Source: an optimization exercise on an open RTL-to-GDS flow (aim: small area). Production flows keep margins and buffers that such runs may drop.
At most, simulation tests tie the RTL to the original design; equivalence was not proved.
Power is estimated from default activity; no workload was simulated.

JK:
==> flow/design.v <==
module RETO(
    input Rx,
    input CLK,
    input RST,
    output INA,
    output INA2,
    output INB,
    output INB2,
    output DO,
    output LAT,
    output STB,
    output CLKimpr
);
reg [12:0] rxs;
wire rxtick = (rxs == 13'd6713);
always @(posedge CLK) begin
    if (RST)
        rxs <= 13'd7005;
    else if (rxtick)
        rxs <= 0;
    else
        rxs <= {rxs[11:0], ~(rxs[12] ^ rxs[0])};
end
reg [3:0] st;
reg       DI;
reg       env;
reg [8:0] L;
wire cand   = (st == 4'd1) || (st == 4'd5);
wire accept = !(L[8] && L[7]);
wire L_end  = (L & 9'd387) == 9'd387;
always @(posedge CLK) begin
    if (RST) begin
        st  <= 0;
        DI  <= 0;
        env <= 0;
        L   <= 0;
    end else if (rxtick) begin
        if (st == 4'd0)
            st <= Rx ? 4'd0 : 4'd1;
        else if (st == 4'd9)
            st <= 4'd0;
        else
            st <= st + 1'b1;
        env <= cand && accept;
        DI  <= cand && accept && Rx;
        if (cand)
            L <= L_end ? 9'd0 : L + 1'b1;
    end
end
reg [5:0] cl;
reg       ch;
reg       ph;
wire cl_end = (cl & 6'd62) == 6'd62;            
wire edtick = cl_end && ch && !ph;
always @(posedge CLK) begin
    if (RST) begin
        cl <= 0;
        ch <= 0;
        ph <= 0;
    end else if (cl_end) begin
        cl <= 0;
        ch <= ~ch;
        if (ch)
            ph <= ~ph;
    end else begin
        cl <= cl + 1'b1;
    end
end
reg       env2;
reg [8:0] K;
wire start = env && !env2 && (L[5:0] == 6'd0);
always @(posedge CLK) begin
    if (RST) begin
        env2 <= 0;
        K    <= 9'd448;
    end else if (edtick) begin
        env2 <= env;
        if (start)
            K <= 0;
        else if (K[8:6] != 3'd7)
            K <= K + 1'b1;
    end
end
wire en = (K != 0) && (K <= 9'd385);
assign CLKimpr = en && !ph;
reg [62:0] ring;
reg        S;
reg        DOr;
wire [5:0] wslot = (&L[5:0]) ? 6'd1 : L[5:0];
wire [5:0] rslot = (&K[5:0]) ? 6'd1 : K[5:0];
wire wr    = env && (cl == wslot);
wire kread = ((K[8:6] == 3'd0) && (K[5:1] != 5'd0)) || (K == 9'd64);   
wire rd    = kread && (cl == rslot);
wire rd0   = env && (L[5:0] == 6'd1);
always @(posedge CLK) begin
    ring <= {wr ? DI : ring[0], ring[62:1]};
    if (rd)
        S <= ring[0];
    else if (rd0)
        S <= DI;
end
always @(posedge CLK) begin
    if (RST)
        DOr <= 0;
    else if (edtick)
        DOr <= (K != 0) && (K <= 9'd64) && S;
end
assign DO = DOr;
wire [2:0] q  = (L[8:6] == 3'd0) ? 3'd6 : L[8:6];
wire       kq = (K[8:6] == q);
wire [5:0] d  = K[5:0];
assign LAT = kq && (d == 6'd1) && !ph && !ch && (cl >= 6'd6) && (cl <= 6'd15);
assign STB = kq && (((d == 6'd1) && !ph && (ch || (cl >= 6'd17))) ||
                    ((d >= 6'd2) && (d <= 6'd10)) ||
                    ((d == 6'd11) && ph && (!ch || (cl <= 6'd59))));
wire x2 = kq && (d == 6'd1) && !ph && !ch && (cl == 6'd20);
reg [2:0]  cSTB;
reg        menab;        
reg [16:0] cM;
wire ph20 = !ph && !ch && (cl == 6'd20);
wire ph41 = !ph && !ch && (cl == 6'd41);
always @(posedge CLK) begin
    if (RST) begin
        cSTB  <= 0;
        menab <= 0;
    end else if (menab) begin
        if (ph41 && (cM == 17'd46593))
            menab <= 0;
    end else if (x2) begin
        if (cSTB == 3'd5) begin
            cSTB  <= 0;
            menab <= 1;
        end else begin
            cSTB <= cSTB + 1'b1;
        end
    end
end
always @(posedge CLK) begin
    if (x2 && !menab)
        cM <= 0;
    else if (ph20)
        cM <= {cM[15:0], ~(cM[16] ^ cM[1])};
end
reg [15:0] lo;
reg        h;
reg [3:0]  km;
reg        pw;           
wire lo_end = (lo == 16'd33928);
always @(posedge CLK) begin
    if (RST) begin
        lo <= 16'd33928;
        h  <= 1'b1;
        km <= 0;
    end else if (lo_end) begin
        lo <= 0;
        h  <= ~h;
        km <= {km[2:0], ~(km[3] ^ km[0])};
    end else begin
        lo <= {lo[14:0], ~(lo[15] ^ lo[2])};
    end
end
always @(posedge CLK) begin
    if (RST)
        pw <= 0;
    else if (lo_end && h)
        pw <= 1;
    else if (h && (lo == 16'd42215))
        pw <= 0;
end
reg [3:0] PASO;
wire ptick = (km == 4'd6) && (lo == 16'd31823);
always @(posedge CLK) begin
    if (RST)
        PASO <= 0;
    else if (ptick) begin
        if (menab)
            case (PASO)
                4'b0000: PASO <= 4'b0001;
                4'b0001: PASO <= 4'b0101;
                4'b0101: PASO <= 4'b0100;
                4'b0100: PASO <= 4'b0110;
                4'b0110: PASO <= 4'b0010;
                4'b0010: PASO <= 4'b1010;
                4'b1010: PASO <= 4'b1000;
                4'b1000: PASO <= 4'b1001;
                4'b1001: PASO <= 4'b0001;
                default: PASO <= PASO;
            endcase
        else
            PASO <= 0;
    end
end
assign INA  = pw && PASO[3];
assign INA2 = pw && PASO[2];
assign INB  = pw && PASO[1];
assign INB2 = pw && PASO[0];
endmodule
export LEC_CHECK = 0
export CAP_MARGIN = 20
export CORE_MARGIN = 2
export CORE_UTILIZATION = 40
export CTS_BUF_LIST = sky130_fd_sc_hd__clkbuf_8
export SLEW_MARGIN = 20
create_clock -name core_clock -period 20.0 [get_ports {CLK}]
run.sh (not shown) runs the stock make flow with config.mk's settings and CLKGATE_MAP_FILE= SYNTH_SCRIPT=/design/flow/synth_recipe.tcl, a recipe that flattens the netlist after the stock synthesis.
Here is what was changed in the inputs of MS compared with JK.
diff --git a/flow/design.v b/flow/design.v
--- a/flow/design.v
+++ b/flow/design.v
@@ -71,14 +71,14 @@
 wire start = env && !env2 && (L[5:0] == 6'd0);
 always @(posedge CLK) begin
     if (RST) begin
         env2 <= 0;
-        K    <= 9'd448;
+        K    <= 9'd511;
     end else if (edtick) begin
         env2 <= env;
         if (start)
             K <= 0;
-        else if (K[8:6] != 3'd7)
+        else if (K != 9'd511)
             K <= K + 1'b1;
     end
 end
 wire en = (K != 0) && (K <= 9'd385);
@@ -135,41 +135,32 @@
         end
     end
 end
 always @(posedge CLK) begin
-    if (x2 && !menab)
+    if (RST || (x2 && !menab))
         cM <= 0;
     else if (ph20)
         cM <= {cM[15:0], ~(cM[16] ^ cM[1])};
 end
 reg [15:0] lo;
 reg        h;
 reg [3:0]  km;
-reg        pw;           
-wire lo_end = (lo == 16'd33928);
+wire lo_end = (lo & 16'd49999) == 16'd49999;
 always @(posedge CLK) begin
     if (RST) begin
-        lo <= 16'd33928;
-        h  <= 1'b1;
+        lo <= 0;
+        h  <= 0;
         km <= 0;
     end else if (lo_end) begin
         lo <= 0;
         h  <= ~h;
         km <= {km[2:0], ~(km[3] ^ km[0])};
     end else begin
-        lo <= {lo[14:0], ~(lo[15] ^ lo[2])};
+        lo <= lo + 1'b1;
     end
 end
-always @(posedge CLK) begin
-    if (RST)
-        pw <= 0;
-    else if (lo_end && h)
-        pw <= 1;
-    else if (h && (lo == 16'd42215))
-        pw <= 0;
-end
 reg [3:0] PASO;
-wire ptick = (km == 4'd6) && (lo == 16'd31823);
+wire ptick = (km == 4'd3) && (lo == 16'd25001);
 always @(posedge CLK) begin
     if (RST)
         PASO <= 0;
     else if (ptick) begin
@@ -189,8 +180,9 @@
         else
             PASO <= 0;
     end
 end
+wire pw = h ? (lo <= 16'd20200) : (lo != 0);
 assign INA  = pw && PASO[3];
 assign INA2 = pw && PASO[2];
 assign INB  = pw && PASO[1];
 assign INB2 = pw && PASO[0];
==> comparison <==
- From JK to MS the numbers moved as follows: multi-input combinational area share higher; total power consumption of the routed design up about 1.7%.
- Area after synthesis: MS vs JK up about 4%
- First element of the critical path = K[2]: JK; first element of the critical path = K[7]: MS
- Looking at total non-filler cell area in the finished layout across MS and JK, the one that comes out higher is MS.
- The slowest cell on the critical path comes out sky130_fd_sc_hd__or4_1 in one run and sky130_fd_sc_hd__a2bb2oi_1 in the other, namely in JK and MS respectively.
- Comparing the two runs side by side, MS comes out ahead of JK on post-route minimum period.
- Relative to JK, met3 track demand over resource decreased by 0.27 points in MS.
For MS, only the layout was checked, not whether the RTL still works.

---

Starts from the design.v that is shown in full above.
==> flow/config.mk <==
export PLATFORM = sky130hd
export DESIGN_NAME = RETO
export DESIGN_NICKNAME = RETO
export VERILOG_FILES = /design/flow/design.v
export SDC_FILE = /design/flow/constraint.sdc
export NUM_CORES = 4
export LEC_CHECK = 0
export CAP_MARGIN = 20
export CORE_MARGIN = 2
export CORE_UTILIZATION = 40
export SLEW_MARGIN = 20
==> flow/constraint.sdc <==
create_clock -name core_clock -period 20.0 [get_ports {CLK}]
set_input_delay 4.0000 -clock core_clock [delete_from_list [all_inputs] [get_ports {CLK}]]
set_output_delay 4.0000 -clock core_clock [all_outputs]
set_load 0.01 [all_outputs]
standard.sh (not shown) runs the stock make flow with config.mk's settings and CLKGATE_MAP_FILE= SYNTH_SCRIPT=/design/flow/synth_recipe.tcl, a recipe that flattens the netlist after the stock synthesis.
==> flow/flow/run.sh <==
#!/bin/bash
# The standard layout, except that clock tree synthesis inserts no dummy
# loads and builds the tree from clkbuf_8 buffers only.
set -euo pipefail
export CTS_ARGS="-sink_clustering_enable -repair_clock_nets -dont_use_dummy_load -buf_list sky130_fd_sc_hd__clkbuf_8"
bash standard.sh > standard.log 2>&1
==> next run, changes <==
--- a/flow/design.v
+++ b/flow/design.v
@@ -20,35 +20,34 @@
         rxs <= 0;
     else
         rxs <= {rxs[11:0], ~(rxs[12] ^ rxs[0])};
 end
 reg [3:0] st;
-reg       DI;
-reg       env;
+reg       DI;            
 reg [8:0] L;
 wire cand   = (st == 4'd1) || (st == 4'd5);
-wire accept = !(L[8] && L[7]);
 wire L_end  = (L & 9'd387) == 9'd387;
+wire env    = st[1] && !st[0] && !st[3] && (L != 0) &&
+              !(L[8] && L[7] && (L[1] || L[0]));
 always @(posedge CLK) begin
     if (RST) begin
         st  <= 0;
-        DI  <= 0;
-        env <= 0;
         L   <= 0;
     end else if (rxtick) begin
         if (st == 4'd0)
             st <= Rx ? 4'd0 : 4'd1;
         else if (st == 4'd9)
             st <= 4'd0;
         else
             st <= st + 1'b1;
-        env <= cand && accept;
-        DI  <= cand && accept && Rx;
         if (cand)
             L <= L_end ? 9'd0 : L + 1'b1;
     end
 end
+always @(posedge CLK)
+    if (rxtick)
+        DI <= Rx;
 reg [5:0] cl;
 reg       ch;
 reg       ph;
 wire cl_end = (cl & 6'd62) == 6'd62;            
 wire edtick = cl_end && ch && !ph;
@@ -112,30 +111,23 @@
 assign LAT = kq && (d == 6'd1) && !ph && !ch && (cl >= 6'd6) && (cl <= 6'd15);
 assign STB = kq && (((d == 6'd1) && !ph && (ch || (cl >= 6'd17))) ||
                     ((d >= 6'd2) && (d <= 6'd10)) ||
                     ((d == 6'd11) && ph && (!ch || (cl <= 6'd59))));
 wire x2 = kq && (d == 6'd1) && !ph && !ch && (cl == 6'd20);
-reg [2:0]  cSTB;
-reg        menab;        
+reg [2:0]  m;
+wire menab = m[2] && m[1];
 reg [16:0] cM;
 wire ph20 = !ph && !ch && (cl == 6'd20);
 wire ph41 = !ph && !ch && (cl == 6'd41);
 always @(posedge CLK) begin
-    if (RST) begin
-        cSTB  <= 0;
-        menab <= 0;
-    end else if (menab) begin
+    if (RST)
+        m <= 0;
+    else if (menab) begin
         if (ph41 && (cM == 17'd46593))
-            menab <= 0;
-    end else if (x2) begin
-        if (cSTB == 3'd5) begin
-            cSTB  <= 0;
-            menab <= 1;
-        end else begin
-            cSTB <= cSTB + 1'b1;
-        end
-    end
+            m <= 0;
+    end else if (x2)
+        m <= m + 1'b1;
 end
 always @(posedge CLK) begin
     if (x2 && !menab)
         cM <= 0;
     else if (ph20)
Result:
- The changed run produced a clean layout
- via count goes up by a few percent
- die area is lower slightly
- clock power hardly moves
- final area fell slightly
- worst setup slack got worse by 90 ps
- wire length increases by a few percent
- total power shrinks slightly
- non-clock buffer count climbs by 2
- cell count is higher by a few percent

## re-timing with driven ports
The flow's constraints put no driver on any port. The routed layouts listed below were extracted and timed again, unchanged, in two steps. Step 1, drivers: a clkbuf_16 drives CLK and a buf_2 each remaining input, both assumed. Step 2 also shifts input and output timing later by t, the mid clock arrival at the registers, as if the neighbouring blocks saw the same clock. Slacks: no drivers / after step 1 / after step 2; pairs: no drivers / after step 1.
run | t, ns | setup slack, ns | worst setup path after step 2 | latest minus earliest clock arrival (ns)
JK | 0.473 | 13.314 / 13.278 / 13.751 | register to output | 0.021 / 0.020
MS | 0.484 | 13.322 / 13.287 / 13.771 | register to output | 0.009 / 0.009
the first run of note 2 | 0.458 | 13.346 / 13.310 / 13.768 | register to output | 0.036 / 0.036
the second run of note 2 | 0.462 | 13.256 / 13.220 / 13.682 | register to output | 0.042 / 0.042
After both steps every run listed still meets setup and hold.
